What follows belongs to an exercise in optimizing a design on an open flow for small area; a production flow would make more cautious choices.
Function was checked by simulation only, so behaviour that the tests miss may differ from the original.

Design fp16_approx_systolic_array, start of the top module:
module fp16_approx_systolic_array #(
    parameter SIZE = 8,
    parameter APPROX_MULT_BITS = 6,
    parameter APPROX_ALIGN = 4
)(
    input wire clk,
    input wire rst_n,
    input wire enable,
    input wire acc_clear,
    input wire [15:0] a_in_0,
    input wire [15:0] a_in_1,
    input wire [15:0] a_in_2,
    input wire [15:0] a_in_3,
    input wire [15:0] a_in_4,
    input wire [15:0] a_in_5,
    input wire [15:0] a_in_6,
    input wire [15:0] a_in_7,
    input wire [15:0] w_in_0,
    input wire [15:0] w_in_1,
    input wire [15:0] w_in_2,
    input wire [15:0] w_in_3,
    input wire [15:0] w_in_4,
    input wire [15:0] w_in_5,
    input wire [15:0] w_in_6,
    input wire [15:0] w_in_7,
    output wire [15:0] acc_out_00,
    output wire [15:0] acc_out_01,
    output wire [15:0] acc_out_02,
    output wire [15:0] acc_out_03,
    output wire [15:0] acc_out_04,
    output wire [15:0] acc_out_05,
    output wire [15:0] acc_out_06,
    output wire [15:0] acc_out_07,
    output wire [15:0] acc_out_10,
    output wire [15:0] acc_out_11,
    output wire [15:0] acc_out_12,
    output wire [15:0] acc_out_13,
    output wire [15:0] acc_out_14,
    output wire [15:0] acc_out_15,
    output wire [15:0] acc_out_16,
    output wire [15:0] acc_out_17,
    output wire [15:0] acc_out_20,
    output wire [15:0] acc_out_21,
    output wire [15:0] acc_out_22,
    output wire [15:0] acc_out_23,
    output wire [15:0] acc_out_24,
    output wire [15:0] acc_out_25,
    output wire [15:0] acc_out_26,
    output wire [15:0] acc_out_27,
    output wire [15:0] acc_out_30,
    output wire [15:0] acc_out_31,
    output wire [15:0] acc_out_32,
    output wire [15:0] acc_out_33,
    output wire [15:0] acc_out_34,
    output wire [15:0] acc_out_35,
    output wire [15:0] acc_out_36,
    output wire [15:0] acc_out_37,
    output wire [15:0] acc_out_40,
    output wire [15:0] acc_out_41,
    output wire [15:0] acc_out_42,
    output wire [15:0] acc_out_43,
    output wire [15:0] acc_out_44,
    output wire [15:0] acc_out_45,
    output wire [15:0] acc_out_46,
    output wire [15:0] acc_out_47,
    output wire [15:0] acc_out_50,
    output wire [15:0] acc_out_51,
    output wire [15:0] acc_out_52,
    output wire [15:0] acc_out_53,
    output wire [15:0] acc_out_54,
    output wire [15:0] acc_out_55,
    output wire [15:0] acc_out_56,
    output wire [15:0] acc_out_57,
    output wire [15:0] acc_out_60,
    output wire [15:0] acc_out_61,
    output wire [15:0] acc_out_62,
    output wire [15:0] acc_out_63,
    output wire [15:0] acc_out_64,
    output wire [15:0] acc_out_65,
    output wire [15:0] acc_out_66,
    output wire [15:0] acc_out_67,
    output wire [15:0] acc_out_70,
    output wire [15:0] acc_out_71,
    output wire [15:0] acc_out_72,
    output wire [15:0] acc_out_73,
    output wire [15:0] acc_out_74,
    output wire [15:0] acc_out_75,
    output wire [15:0] acc_out_76,
    output wire [15:0] acc_out_77
);
Size: roughly 23000 cells after synthesis, roughly 3200 flip-flops, ~1300 I/O pins.
clock: 12.0 ns
lec_check: 0
cap_margin: 10
core_margin: 2
core_utilization: 70
gpl_timing_driven: 0
place_density: 0.8
slew_margin: 10
standard.sh (not shown) runs the stock make flow with config.mk's settings and CLKGATE_MAP_FILE= SYNTH_SCRIPT=/design/flow/synth_recipe.tcl, a recipe that flattens the netlist after the stock synthesis.
==> flow/flow/run.sh <==
#!/bin/bash
# Own flow: the standard layout (standard.sh), with two changes in synthesis: Yosys's synth
# runs without its generic ABC pass (-noabc), and the final ABC technology mapping uses an
# area-oriented script (flow/area.abc) instead of ORFS's abc_speed/abc_area scripts. Everything
# else (the Yosys passes, the registers, and every layout step) is the standard flow's, except
# for the clock tree synthesis options (cts_args below) and the port buffers' cell.
set -euo pipefail
here=$(pwd)
# synth_recipe.tcl with the abc command's -script argument replaced
{
  cat <<TCL
proc abc {args} {
  set i [lsearch -exact \$args -script]
  if {\$i >= 0} { lset args [expr {\$i + 1}] {$here/flow/area.abc} }
  puts "own flow: abc -script [lindex \$args [expr {\$i + 1}]]"
  yosys abc {*}\$args
}
TCL
  head -n 1 synth_recipe.tcl
  # replaces synth_recipe.tcl's synth (its first line) with one that also skips the generic ABC
  # pass inside synth's fine stage, so that extract_fa sees the adders as written
  echo 'proc synth {args} { yosys synth -nofsm -noshare -noabc {*}$args }'
  tail -n +2 synth_recipe.tcl
} > own_synth.tcl
# clock tree: larger sink clusters and no dummy loads (fewer clock buffers)
cts_args="-sink_clustering_enable -repair_clock_nets -dont_use_dummy_load -sink_clustering_size 25 -sink_clustering_max_diameter 120"
bash standard.sh SYNTH_SCRIPT="$here/own_synth.tcl" synth > synth.log 2>&1
# every input and output port still gets its buffer, the smallest one (buf_1)
bash standard.sh SYNTH_SCRIPT="$here/own_synth.tcl" CTS_ARGS="$cts_args" \
  BUFFER_PORTS_ARGS="-buffer_cell sky130_fd_sc_hd__buf_1" finish > layout.log 2>&1
==> flow/flow/area.abc <==
strash
&get -n
&st
&dch
&nf -a -R 1000
&put
The baseline finished with timing, DRC and antenna clean.
Change:
--- a/flow/flow/run.sh
+++ b/flow/flow/run.sh
@@ -26 +26 @@
-cts_args="-sink_clustering_enable -repair_clock_nets -dont_use_dummy_load -sink_clustering_size 25 -sink_clustering_max_diameter 120"
+cts_args="-sink_clustering_enable -repair_clock_nets -dont_use_dummy_load -sink_clustering_size 20 -sink_clustering_max_diameter 100"
Die area is unchanged.
Wire length barely changes.
Fmax is about the same.


== north ==
Another version of the RTL of fp16_approx_systolic_array (not shown whole).
For scale: ~25000 cells after synthesis, ~3200 flip-flops, about 1300 I/O pins.
Settings: LEC_CHECK=0, CAP_MARGIN=20, CORE_MARGIN=2, CORE_UTILIZATION=40, SLEW_MARGIN=20; clock period 12.0 ns.
==> flow/flow/run.sh <==
#!/bin/bash
# Own flow: the standard layout (standard.sh), with one change in synthesis: the final ABC
# technology mapping uses an area-oriented script (flow/area.abc) instead of ORFS's
# abc_speed/abc_area scripts. Everything else (the Yosys passes before it, the registers, and
# every layout step) is the standard flow's.
set -euo pipefail
here=$(pwd)
# synth_recipe.tcl with the abc command's -script argument replaced
{
  cat <<TCL
proc abc {args} {
  set i [lsearch -exact \$args -script]
  if {\$i >= 0} { lset args [expr {\$i + 1}] {$here/flow/area.abc} }
  puts "own flow: abc -script [lindex \$args [expr {\$i + 1}]]"
  yosys abc {*}\$args
}
TCL
  cat synth_recipe.tcl
} > own_synth.tcl
bash standard.sh SYNTH_SCRIPT="$here/own_synth.tcl" synth > synth.log 2>&1
bash standard.sh SYNTH_SCRIPT="$here/own_synth.tcl" finish > layout.log 2>&1
Scripts as last shown in full above: flow/flow/area.abc
north reached the final stage; the timing, DRC and antenna checks on its layout passed.
Modified inputs, west compared to north
==> flow/run.sh (new file) <==
#!/bin/bash
# synth_recipe.tcl (not shown) runs the flow's synth.tcl, then flattens the netlist and writes it again
# the make line also repeats each setting of config.mk as NAME=value (left out here)
make -C /OpenROAD-flow-scripts/flow DESIGN_CONFIG=/design/flow/config.mk WORK_HOME=/design/flow/orfs CLKGATE_MAP_FILE= SYNTH_SCRIPT=/design/flow/synth_recipe.tcl finish
removed: flow/flow/run.sh
removed: flow/flow/area.abc
removed: flow/standard.sh
Findings:
[compare] base=north new=west: post-synthesis xor/xnor area fraction now smaller; shortest period the worst path allows now larger. Max final routed wirelength across all metal layers across west and north: west. Final worst hold slack delta for west relative to north: 0.017 ns higher. [compare] base=north new=west: final critical-path share of the clock period went up; number of clock-tree buffers in the layout went down; site row count now sits higher.


== job 3698 ==
fp16_approx_systolic_array, a different RTL version from the one above (not shown whole).
For scale: ~22000 cells after synthesis, about 3200 flip-flops, ~1300 I/O pins, roughly 240000 um2 of cells after synthesis.
## fp16_approx_systolic_array
module fp16_approx_systolic_array #(
    parameter SIZE = 8,
    parameter APPROX_MULT_BITS = 6,
    parameter APPROX_ALIGN = 4
)(
    input wire clk,
    input wire rst_n,
    input wire enable,
    input wire acc_clear,
    input wire [15:0] a_in_0,
    input wire [15:0] a_in_1,
    input wire [15:0] a_in_2,
    input wire [15:0] a_in_3,
    input wire [15:0] a_in_4,
    input wire [15:0] a_in_5,
    input wire [15:0] a_in_6,
    input wire [15:0] a_in_7,
    input wire [15:0] w_in_0,
    input wire [15:0] w_in_1,
    input wire [15:0] w_in_2,
    input wire [15:0] w_in_3,
    input wire [15:0] w_in_4,
    input wire [15:0] w_in_5,
    input wire [15:0] w_in_6,
    input wire [15:0] w_in_7,
    output wire [15:0] acc_out_00,
    output wire [15:0] acc_out_01,
    output wire [15:0] acc_out_02,
    output wire [15:0] acc_out_03,
    output wire [15:0] acc_out_04,
    output wire [15:0] acc_out_05,
    output wire [15:0] acc_out_06,
    output wire [15:0] acc_out_07,
    output wire [15:0] acc_out_10,
    output wire [15:0] acc_out_11,
    output wire [15:0] acc_out_12,
    output wire [15:0] acc_out_13,
    output wire [15:0] acc_out_14,
    output wire [15:0] acc_out_15,
    output wire [15:0] acc_out_16,
    output wire [15:0] acc_out_17,
    output wire [15:0] acc_out_20,
    output wire [15:0] acc_out_21,
    output wire [15:0] acc_out_22,
  ...
clock: 12.0 ns
lec_check: 0
cap_margin: 10
core_margin: 2
core_utilization: 70
gpl_timing_driven: 0
place_density: 0.8
setup_slack_margin: 0.2
slew_margin: 10
==> flow/flow/run.sh <==
#!/bin/bash
# Own flow: the standard layout (standard.sh), with two changes in synthesis: Yosys's synth
# runs without its generic ABC pass (-noabc), and the final ABC technology mapping uses an
# area-oriented script (flow/area.abc) instead of ORFS's abc_speed/abc_area scripts. Everything
# else (the Yosys passes, the registers, and every layout step) is the standard flow's, except
# for the clock tree synthesis options (cts_args below), the port buffers' cell and buffer trees
# for the high-fanout signal nets, built before repair_design (flow/pre_resize.tcl).
set -euo pipefail
here=$(pwd)
# synth_recipe.tcl with the abc command's -script argument replaced
{
  cat <<TCL
proc abc {args} {
  set i [lsearch -exact \$args -script]
  if {\$i >= 0} { lset args [expr {\$i + 1}] {$here/flow/area.abc} }
  puts "own flow: abc -script [lindex \$args [expr {\$i + 1}]]"
  yosys abc {*}\$args
}
TCL
  head -n 1 synth_recipe.tcl
  # replaces synth_recipe.tcl's synth (its first line) with one that also skips the generic ABC
  # pass inside synth's fine stage, so that extract_fa sees the adders as written
  echo 'proc synth {args} { yosys synth -nofsm -noshare -noabc {*}$args }'
  tail -n +2 synth_recipe.tcl
} > own_synth.tcl
# clock tree: larger sink clusters and no dummy loads (fewer clock buffers)
cts_args="-sink_clustering_enable -repair_clock_nets -dont_use_dummy_load -sink_clustering_size 20 -sink_clustering_max_diameter 100"
bash standard.sh SYNTH_SCRIPT="$here/own_synth.tcl" synth > synth.log 2>&1
# every input and output port still gets its buffer, the smallest one (buf_1)
# before repair_design: buffer trees for the high-fanout nets (flow/pre_resize.tcl)
bash standard.sh SYNTH_SCRIPT="$here/own_synth.tcl" CTS_ARGS="$cts_args" \
  BUFFER_PORTS_ARGS="-buffer_cell sky130_fd_sc_hd__buf_1" PRE_RESIZE_TCL="$here/flow/pre_resize.tcl" \
  finish > layout.log 2>&1
==> flow/flow/hf_tree.tcl <==
# Buffer trees for the high-fanout signal nets of the placed design, built before repair_design:
# each net's loads are grouped by a grid over the core (about 16 loads per occupied cell), each
# occupied cell gets a leaf buffer at its loads' centre, and when there are many leaves they are
# grouped again (3 x 3 cells per region) under region buffers. repair_design then only has to
# fix what is left, instead of chaining buffers along the nets.
proc my_fanout {net} {
  set n 0
  foreach it [$net getITerms] { if {[$it isInputSignal]} { incr n } }
  return $n
}

proc my_is_global_gate {inst min_loads} {
  global my_global_gates
  return [info exists my_global_gates([$inst getName])]
}

proc my_tree_net {net leaf_cell mid_cell tag min_loads} {
  set db [ord::get_db]
  set block [ord::get_db_block]
  set loads {}
  set kept 0
  foreach it [$net getITerms] {
    if {![$it isInputSignal]} continue
    if {[my_is_global_gate [$it getInst] $min_loads]} { incr kept; continue }
    lappend loads $it
  }
  set nl [llength $loads]
  set G [expr {max(1, int(round(sqrt($nl / 16.0))))}]
  set G2 3
  set G1 [expr {max(1, int(ceil(double($G) / $G2)))}]
  set G [expr {$G1 * $G2}]
  set core [$block getCoreArea]
  set x0 [$core xMin]; set y0 [$core yMin]; set x1 [$core xMax]; set y1 [$core yMax]
  set dx [expr {double($x1 - $x0) / $G}]; set dy [expr {double($y1 - $y0) / $G}]
  array set cell {}
  foreach it $loads {
    set loc [[$it getInst] getLocation]
    set x [lindex $loc 0]; set y [lindex $loc 1]
    set i [expr {min($G - 1, max(0, int(($x - $x0) / $dx)))}]
    set j [expr {min($G - 1, max(0, int(($y - $y0) / $dy)))}]
    lappend cell($i,$j) [list $it $x $y]
  }
  array set region {}
  set n 0
  foreach key [array names cell] {
    lassign [split $key ,] i j
    set sx 0; set sy 0; set k 0
    foreach e $cell($key) { set sx [expr {$sx + [lindex $e 1]}]; set sy [expr {$sy + [lindex $e 2]}]; incr k }
    set cx [expr {int($sx / $k)}]; set cy [expr {int($sy / $k)}]
    set inst [odb::dbInst_create $block [$db findMaster $leaf_cell] "my_tree_${tag}_l${i}_${j}"]
    set ln [odb::dbNet_create $block "my_tree_${tag}_n${i}_${j}"]
    $ln setSigType SIGNAL
    foreach e $cell($key) {
      set it [lindex $e 0]
      $it disconnect
      $it connect $ln
    }
    [$inst findITerm X] connect $ln
    [$inst findITerm A] connect $net
    $inst setLocation $cx $cy
    $inst setPlacementStatus PLACED
    lappend region([expr {$i / $G2}],[expr {$j / $G2}]) [list $inst $cx $cy]
    incr n
  }
  set m 0
  if {$n > 9} {
    foreach key [array names region] {
      if {[llength $region($key)] < 2} continue
      set sx 0; set sy 0; set k 0
      foreach e $region($key) { set sx [expr {$sx + [lindex $e 1]}]; set sy [expr {$sy + [lindex $e 2]}]; incr k }
      set cx [expr {int($sx / $k)}]; set cy [expr {int($sy / $k)}]
      lassign [split $key ,] i j
      set inst [odb::dbInst_create $block [$db findMaster $mid_cell] "my_tree_${tag}_m${i}_${j}"]
      set mn [odb::dbNet_create $block "my_tree_${tag}_mn${i}_${j}"]
      $mn setSigType SIGNAL
      foreach e $region($key) {
        set li [lindex $e 0]
        [$li findITerm A] disconnect
        [$li findITerm A] connect $mn
      }
      [$inst findITerm X] connect $mn
      [$inst findITerm A] connect $net
      $inst setLocation $cx $cy
      $inst setPlacementStatus PLACED
      incr m
    }
  }
  puts "my_tree: [$net getName]: $nl loads, $n leaf and $m region buffers, $kept global gates kept on the root"
}

proc my_trees {min_loads leaf_cell mid_cell} {
  set block [ord::get_db_block]
  set todo {}
  foreach net [$block getNets] {
    if {[$net getSigType] ne "SIGNAL"} continue
    set n 0
    foreach it [$net getITerms] { if {[$it isInputSignal]} { incr n } }
    if {$n >= $min_loads} { lappend todo $net }
  }
  # cells driving such nets, found before any net is split: kept on the root of their input
  # trees, so that a signal derived from another high-fanout one is not delayed twice
  global my_global_gates
  array unset my_global_gates
  foreach net $todo {
    foreach it [$net getITerms] {
      if {[$it isOutputSignal]} { set my_global_gates([[$it getInst] getName]) 1 }
    }
  }
  set t 0
  foreach net $todo { my_tree_net $net $leaf_cell $mid_cell $t $min_loads; incr t }
}

# Gives the buffer that buffer_ports put on a port another (buffer) master.
proc my_port_buffer {port cell} {
  set db [ord::get_db]
  set block [ord::get_db_block]
  set net [[$block findBTerm $port] getNet]
  foreach it [$net getITerms] {
    if {[$it isInputSignal]} {
      set inst [$it getInst]
      puts "my_port_buffer: [$inst getName] [[$inst getMaster] getName] -> $cell"
      $inst swapMaster [$db findMaster $cell]
    }
  }
}
==> flow/flow/pre_resize.tcl <==
# PRE_RESIZE hook: buffer trees for the high-fanout signal nets (see hf_tree.tcl), built from the
# global placement before repair_design.
source [file join [file dirname [info script]] hf_tree.tcl]
# the enable port's buffer drives the root of the largest tree: a stronger one (still a buffer)
my_port_buffer enable sky130_fd_sc_hd__buf_8
my_trees 40 sky130_fd_sc_hd__buf_4 sky130_fd_sc_hd__buf_8
Other scripts of this flow, unchanged in this note and not shown: flow/flow/area.abc
Job 3698 ran to completion and came out clean on the timing, DRC and antenna checks.
Input-level comparison between job 7939 and job 3698:
- a change of CORE_UTILIZATION from 70 to 75
- a change of PLACE_DENSITY from 0.8 to 0.85
### Flow results
Against job 3698, die width in job 7939 fell by a few percent. Job 3698 has a lower worst endpoint data arrival time than job 7939. Compare job 7939 and job 3698 | post-route fraction of the period consumed by the critical path lower: job 3698. Compared to job 3698, job 7939 leaves less free space in the core. Higher relative slew slack among job 7939 and job 3698: job 3698. Setup slack: job 7939 less than job 3698.
### job 7939 -> job 5589
- swapping 75 for 70 in CORE_UTILIZATION
- swapping 0.85 for 0.8 in PLACE_DENSITY
- clearing SETUP_SLACK_MARGIN, which used to be 0.2
diff --git a/flow/flow/run.sh b/flow/flow/run.sh
--- a/flow/flow/run.sh
+++ b/flow/flow/run.sh
@@ -26,3 +26,3 @@
 # clock tree: larger sink clusters and no dummy loads (fewer clock buffers)
-cts_args="-sink_clustering_enable -repair_clock_nets -dont_use_dummy_load -sink_clustering_size 20 -sink_clustering_max_diameter 100"
+cts_args="-sink_clustering_enable -repair_clock_nets -dont_use_dummy_load -sink_clustering_size 25 -sink_clustering_max_diameter 120"
 bash standard.sh SYNTH_SCRIPT="$here/own_synth.tcl" synth > synth.log 2>&1
diff --git a/flow/flow/hf_tree.tcl b/flow/flow/hf_tree.tcl
--- a/flow/flow/hf_tree.tcl
+++ b/flow/flow/hf_tree.tcl
@@ -111,15 +111 @@
 }
-
-# Gives the buffer that buffer_ports put on a port another (buffer) master.
-proc my_port_buffer {port cell} {
-  set db [ord::get_db]
-  set block [ord::get_db_block]
-  set net [[$block findBTerm $port] getNet]
-  foreach it [$net getITerms] {
-    if {[$it isInputSignal]} {
-      set inst [$it getInst]
-      puts "my_port_buffer: [$inst getName] [[$inst getMaster] getName] -> $cell"
-      $inst swapMaster [$db findMaster $cell]
-    }
-  }
-}
==> flow/flow/pre_resize.tcl <==
# PRE_RESIZE hook: buffer trees for the high-fanout signal nets (see hf_tree.tcl), built from the
# global placement before repair_design.
source [file join [file dirname [info script]] hf_tree.tcl]
my_trees 40 sky130_fd_sc_hd__buf_4 sky130_fd_sc_hd__buf_8
## What came out
- In summary, job 5589 completed successfully, with a layout that passed the timing, DRC and antenna checks.
- For fraction of area in registers, job 5589 and job 7939 come out practically identical.
- Job 5589 reports its library cell contributing the largest single delay on the critical path as o31ai_1 while job 7939 reports nor3_1.
- Summary of job 5589 over job 7939: design area comparable; clock-buffer cell count shows a reduction of 30; detailed-routed wire length on met3 went down.
### job 5589 -> job 3005
- swapping 70 for 75 in CORE_UTILIZATION
- swapping 0.8 for 0.85 in PLACE_DENSITY
==> summary.txt <==
Summary: with job 5589 as the reference, detailed-route via count in job 3005 moved up by a few percent.
Cmp job 3005 vs job 5589: biggest fanout along the worst timing path higher in job 3005
Per the comparison of job 3005 with job 5589, post-layout instance area stayed essentially flat; worst setup slack fell by 0.039 ns; quantity of gates resized following cts decreased 1.
As far as XOR/XNOR share of the synthesized area is concerned, job 5589 and job 3005 perform about the same.
On sequential fraction of total cell area, job 3005 tracks job 5589 almost exactly.

afterwards: timing with drivers on the ports:
The results above use ideal ports. As a check the final layouts listed here were re-extracted and re-timed, cells and wires unchanged. Step 1: set_driving_cell puts a clkbuf_16 on clk and a buf_2 on each other input, an assumption about the parent block. Step 2 adds t to the input delays and takes it off the output delays; t is the mean of the earliest and latest rising clock arrival at the registers after step 1. Input paths then give back, and output paths get back, about the clock's delay inside the block. Three values: ideal ports, drivers, drivers and shift; two values: the first two.
run	t (ns)	setup WS [ns]	slew at the worst register clock pin (ns)
the first run of note 1	1.059	0.989 / 0.989 / 0.989	0.11 / 0.11
the second run of note 1	1.063	0.996 / 0.996 / 0.996	0.10 / 0.10
north	1.160	0.628 / 0.709 / -0.451	0.07 / 0.07
west	1.204	0.350 / 0.277 / -0.927	0.07 / 0.07
job 3698	1.077	0.648 / 0.741 / -0.336	0.10 / 0.10
job 7939	1.075	0.488 / 0.568 / -0.506	0.10 / 0.10
job 5589	1.051	0.411 / 0.515 / -0.537	0.11 / 0.11
job 3005	1.031	0.372 / 0.478 / -0.553	0.12 / 0.12
Met with ideal ports but missed after step 2: setup timing in 6 of these runs. For west, which loses most, drivers alone change the setup slack by -0.073 ns; drivers and shift together by -1.277 ns.
